From an optimization exercise on the open Yosys and OpenROAD flow, aimed at small area; shortcuts taken in it are not production practice.
Power figures rest on the tool's default switching activity, not on a simulated workload.

Setup of before:
==> flow/design.v <==
module spi_top(
    input clk,rst,wr,
    input [7:0]din,addr,
    output done,err,
    output [7:0]dout
);
reg [127:0] ring0;
reg [127:0] ring1;
reg [3:0] ptr;
reg clr;
reg [4:0] cnt;
reg [7:0] cap;
reg done_r, err_r;
localparam [4:0] C3 = 5'd6, C22 = 5'd2, C23 = 5'd4;
wire ok     = (addr[7:5] == 3'd0);
wire done_n = ok ? (wr ? (cnt == C22) : (cnt == C23)) : (cnt == C3);
wire hit    = (ptr == addr[3:0]);
wire we     = wr & ok & hit & (cnt != 5'd0);
wire [7:0] d0 = (we & ~addr[4]) ? din : (clr ? 8'd0 : ring0[127:120]);
wire [7:0] d1 = (we &  addr[4]) ? din : (clr ? 8'd0 : ring1[127:120]);
assign done = done_r;
assign err  = err_r;
assign dout = cap;
always @(posedge clk) begin
    ring0 <= {ring0[119:0], d0};
    ring1 <= {ring1[119:0], d1};
    if (hit | ~ok)
        cap <= (wr | ~ok | clr) ? 8'd0 : (addr[4] ? ring1[127:120] : ring0[127:120]);
    if (rst) begin
        ptr <= 4'd0;
        clr <= 1'b1;
        cnt <= 5'd0;
        done_r <= 1'b0;
        err_r <= 1'b0;
    end
    else begin
        ptr <= {ptr[2:0], ptr[3] ^ ptr[2] ^ (ptr[2:0] == 3'd0)};
        if (ptr == 4'b1000)
            clr <= 1'b0;
        cnt <= done_n ? 5'd0 : {cnt[3:0], ~(cnt[4] ^ cnt[1])};
        done_r <= done_n;
        err_r <= ~ok & (cnt == C3);
    end
end
endmodule
Settings: LEC_CHECK=0, CAP_MARGIN=20, CORE_MARGIN=2, CORE_UTILIZATION=70, SLEW_MARGIN=20; clock period 8.0 ns.
standard.sh (not shown) runs the stock make flow with config.mk's settings and CLKGATE_MAP_FILE= SYNTH_SCRIPT=/design/flow/synth_recipe.tcl, a recipe that flattens the netlist after the stock synthesis.
==> flow/flow/run.sh <==
#!/bin/bash
# Standard layout, with these changes:
# - after floorplanning, the combinational logic is re-mapped for area
#   (restructure.tcl), with a library copy that leaves out the platform's
#   don't-use cells (filter_lib.py);
# - the port buffers are the smallest buffer (buf_1);
# - cells with timing slack to spare are downsized before detailed placement
#   (recover.tcl);
# - clock tree synthesis clusters up to 20 flip-flops per clkbuf_8, builds
#   the tree above them from clkbuf_4 and inserts no dummy loads.
# Each ORFS step logs to orfs/logs/; make's output goes to standard.log.
set -euo pipefail
mkdir -p rmp
python3 flow/filter_lib.py \
  "$FLOW_HOME/platforms/sky130hd/lib/sky130_fd_sc_hd__tt_025C_1v80.lib" \
  rmp/lib.lib 'lpflow|probe' > rmp/filter_lib.log 2>&1
bash standard.sh \
  POST_FLOORPLAN_TCL="$PWD/flow/restructure.tcl" \
  BUFFER_PORTS_ARGS="-buffer_cell sky130_fd_sc_hd__buf_1" \
  PRE_DETAIL_PLACE_TCL="$PWD/flow/recover.tcl" \
  CTS_ARGS="-sink_clustering_enable -repair_clock_nets -sink_clustering_size 20 -sink_clustering_max_diameter 70 -buf_list sky130_fd_sc_hd__clkbuf_8 -root_buf sky130_fd_sc_hd__clkbuf_4 -tree_buf sky130_fd_sc_hd__clkbuf_4 -dont_use_dummy_load" \
  finish > standard.log 2>&1
Other scripts of this flow, unchanged in this note and not shown: flow/flow/filter_lib.py, flow/flow/recover.tcl, flow/flow/restructure.tcl
Here is what was changed in the inputs of after compared with before.
--- a/flow/design.v
+++ b/flow/design.v
@@ -15,20 +15,23 @@
 wire ok     = (addr[7:5] == 3'd0);
 wire done_n = ok ? (wr ? (cnt == C22) : (cnt == C23)) : (cnt == C3);
 wire hit    = (ptr == addr[3:0]);
 wire we     = wr & ok & hit & (cnt != 5'd0);
 wire [7:0] d0 = (we & ~addr[4]) ? din : (clr ? 8'd0 : ring0[127:120]);
 wire [7:0] d1 = (we &  addr[4]) ? din : (clr ? 8'd0 : ring1[127:120]);
+wire cap_en = hit | ~ok;
+wire cap_rd = cap_en & ~(wr | ~ok | clr);
+wire cap_s0 = cap_rd & ~addr[4];
+wire cap_s1 = cap_rd &  addr[4];
 assign done = done_r;
 assign err  = err_r;
 assign dout = cap;
 always @(posedge clk) begin
     ring0 <= {ring0[119:0], d0};
     ring1 <= {ring1[119:0], d1};
-    if (hit | ~ok)
-        cap <= (wr | ~ok | clr) ? 8'd0 : (addr[4] ? ring1[127:120] : ring0[127:120]);
+    cap <= (cap & {8{~cap_en}}) | (ring0[127:120] & {8{cap_s0}}) | (ring1[127:120] & {8{cap_s1}});
     if (rst) begin
         ptr <= 4'd0;
         clr <= 1'b1;
         cnt <= 5'd0;
         done_r <= 1'b0;
         err_r <= 1'b0;
--- outcome ---
Per the comparison of after with before, total power decreased by about 0.6% relative to the old numbers; total standard cell area after synthesis went up about 0.3%; non-clock buffer count fell about 10%.
Distinct cell type count of the synthesized netlist in after is 1 below before.
before and after ended up with roughly the same met3 demand-to-capacity share in global routing.
Sort before and after by number of synthesized flops with an enable pin, ascending, and after comes first.
No functional check of the RTL was part of any run of this note.

* * *

Another version of the RTL of spi_top (not shown whole).
For scale: ~29 I/O pins, ~6300 um2 of cells after synthesis.
==> module spi_top, before the edit <==
module spi_top(
    input clk,rst,wr,
    input [7:0]din,addr,
    output done,err,
    output [7:0]dout
);
reg [127:0] ring0;
reg [127:0] ring1;
reg [3:0] ptr;
reg clr;
reg [4:0] cnt;
reg [7:0] cap;
wire ok  = (addr[7:5] == 3'd0);
wire hit = (ptr == addr[3:0]);
wire we  = wr & ok & hit;
wire [7:0] d0 = (we & ~addr[4]) ? din : (clr ? 8'd0 : ring0[127:120]);
wire [7:0] d1 = (we &  addr[4]) ? din : (clr ? 8'd0 : ring1[127:120]);
reg done_r, err_r;
assign done = done_r;
assign err  = err_r;
assign dout = cap;
always @(posedge clk) begin
    ring0 <= {ring0[119:0], d0};
    ring1 <= {ring1[119:0], d1};
    if (hit | ~ok)
        cap <= (wr | ~ok | clr) ? 8'd0 : (addr[4] ? ring1[127:120] : ring0[127:120]);
    if (rst) begin
        ptr <= 4'd0;
        clr <= 1'b1;
        cnt <= 5'd0;
        done_r <= 1'b0;
        err_r <= 1'b0;
    end
    else begin
        ptr <= ptr + 4'd1;
        if (ptr == 4'd15)
            clr <= 1'b0;
        cnt <= done_r ? 5'd1 : {cnt[3:0], ~(cnt[4] ^ cnt[2])};
        done_r <= ok ? (wr ? (cnt == 5'd13) : (cnt == 5'd26)) : (cnt == 5'd7);
        err_r <= ~ok & (cnt == 5'd7);
    end
end
endmodule
Settings: LEC_CHECK=0, CAP_MARGIN=20, CORE_MARGIN=2, CORE_UTILIZATION=70, SLEW_MARGIN=20; clock period 8.0 ns.
==> flow/flow/filter_lib.py <==
#!/usr/bin/env python3
"""Copy a Liberty file, leaving out the cells whose names match a pattern."""
import re, sys
src, dst, pat = sys.argv[1], sys.argv[2], re.compile(sys.argv[3])
text = open(src).read()
out = []
i = 0
cell = re.compile(r'\n(\s*)cell\s*\(\s*"?([\w]+)"?\s*\)\s*\{')
while True:
    m = cell.search(text, i)
    if not m:
        out.append(text[i:])
        break
    # find the end of this cell group by brace counting
    j = m.end()
    depth = 1
    while depth:
        c = text[j]
        if c == '{':
            depth += 1
        elif c == '}':
            depth -= 1
        j += 1
    out.append(text[i:m.start()])
    if not pat.search(m.group(2)):
        out.append(text[m.start():j])
    i = j
open(dst, 'w').write(''.join(out))
==> flow/flow/recover.tcl <==
# Downsize cells on paths with timing slack to spare (ORFS hook, sourced
# before detailed placement).
estimate_parasitics -placement
repair_timing -recover_power 100
==> flow/flow/restructure.tcl <==
# ORFS hook, sourced at the end of floorplanning: re-map the combinational
# logic for area with ABC (OpenROAD's restructure). ABC reads a copy of the
# platform's library without its don't-use cells, which run.sh writes to
# rmp/ in the work folder. Registers are not touched.
set work [file normalize [file join [file dirname [info script]] ..]]
set tiehi [join $::env(TIEHI_CELL_AND_PORT) /]
set tielo [join $::env(TIELO_CELL_AND_PORT) /]
report_design_area
restructure -target area -liberty_file $work/rmp/lib.lib \
  -tiehi_port $tiehi -tielo_port $tielo -work_dir $work/rmp \
  -abc_logfile $work/rmp/abc.log
report_design_area
Scripts as last shown in full above: flow/flow/run.sh
==> next run, changes <==
--- a/flow/design.v
+++ b/flow/design.v
@@ -9,14 +9,15 @@
 reg [3:0] ptr;
 reg clr;
 reg [4:0] cnt;
 reg [7:0] cap;
+reg done_r, err_r;
 wire ok  = (addr[7:5] == 3'd0);
+wire done_n = ok ? (wr ? (cnt == 5'd13) : (cnt == 5'd26)) : (cnt == 5'd7);
 wire hit = (ptr == addr[3:0]);
-wire we  = wr & ok & hit;
+wire we  = wr & ok & hit & (cnt != 5'd0);
 wire [7:0] d0 = (we & ~addr[4]) ? din : (clr ? 8'd0 : ring0[127:120]);
 wire [7:0] d1 = (we &  addr[4]) ? din : (clr ? 8'd0 : ring1[127:120]);
-reg done_r, err_r;
 assign done = done_r;
 assign err  = err_r;
 assign dout = cap;
 always @(posedge clk) begin
@@ -34,10 +35,10 @@
     else begin
         ptr <= ptr + 4'd1;
         if (ptr == 4'd15)
             clr <= 1'b0;
-        cnt <= done_r ? 5'd1 : {cnt[3:0], ~(cnt[4] ^ cnt[2])};
-        done_r <= ok ? (wr ? (cnt == 5'd13) : (cnt == 5'd26)) : (cnt == 5'd7);
+        cnt <= done_n ? 5'd0 : {cnt[3:0], ~(cnt[4] ^ cnt[2])};
+        done_r <= done_n;
         err_r <= ~ok & (cnt == 5'd7);
     end
 end
 endmodule
After rerunning: The new run completed with no timing, DRC or antenna violations. Total power barely changes. Routed wire length came out lower by 1.1%. Synthesized area rises by about 0.46%. Utilization went down by 0.28 points. Maximum frequency decreases by about 15%. Via count rose by 1.9%. Clock-buffer cell count is unchanged. Register-to-register slack loses 0.47 ns. Sequential share of layout area barely changes.
No run of this note included a check of the RTL's function; only the layout flow was run.

==> static timing again, ports no longer ideal <==
Ports are ideal in the flow. The routed layouts listed here were re-timed in OpenROAD. Step 1 (the two cells are an assumption about what drives the block):
set clk [get_ports {clk}]
set_driving_cell -lib_cell sky130_fd_sc_hd__clkbuf_16 $clk
set_driving_cell -lib_cell sky130_fd_sc_hd__buf_2 [delete_from_list [all_inputs] $clk]
Step 2 moves the port delays by t, midway between the first and last clock arrival at a register: inputs arrive t later, outputs are due t later. That takes back most of the time a late clock gives input paths. Three values: ideal, step 1, step 2; two values: the first two.
| run | t, ns | setup slack, ns | hold WS [ns] | worst setup path after step 2 | clock arrival spread, ns |
|---|---|---|---|---|---|
| before | 0.585 | 4.462 / 4.461 / 3.876 | 0.319 / 0.319 / 0.319 | input to register | 0.025 / 0.025 |
| after | 0.591 | 4.076 / 4.085 / 3.494 | 0.290 / 0.290 / 0.290 | input to register | 0.062 / 0.062 |
| the first run of note 2 | 0.587 | 4.799 / 4.798 / 4.211 | 0.307 / 0.307 / 0.307 | input to register | 0.042 / 0.043 |
| the second run of note 2 | 0.579 | 4.254 / 4.263 / 3.684 | 0.285 / 0.285 / 0.285 | input to register | 0.046 / 0.046 |
After both steps every run listed still meets setup and hold. For the first run of note 2, which loses most, drivers alone change the setup slack by -0.001 ns; drivers and shift together by -0.588 ns.
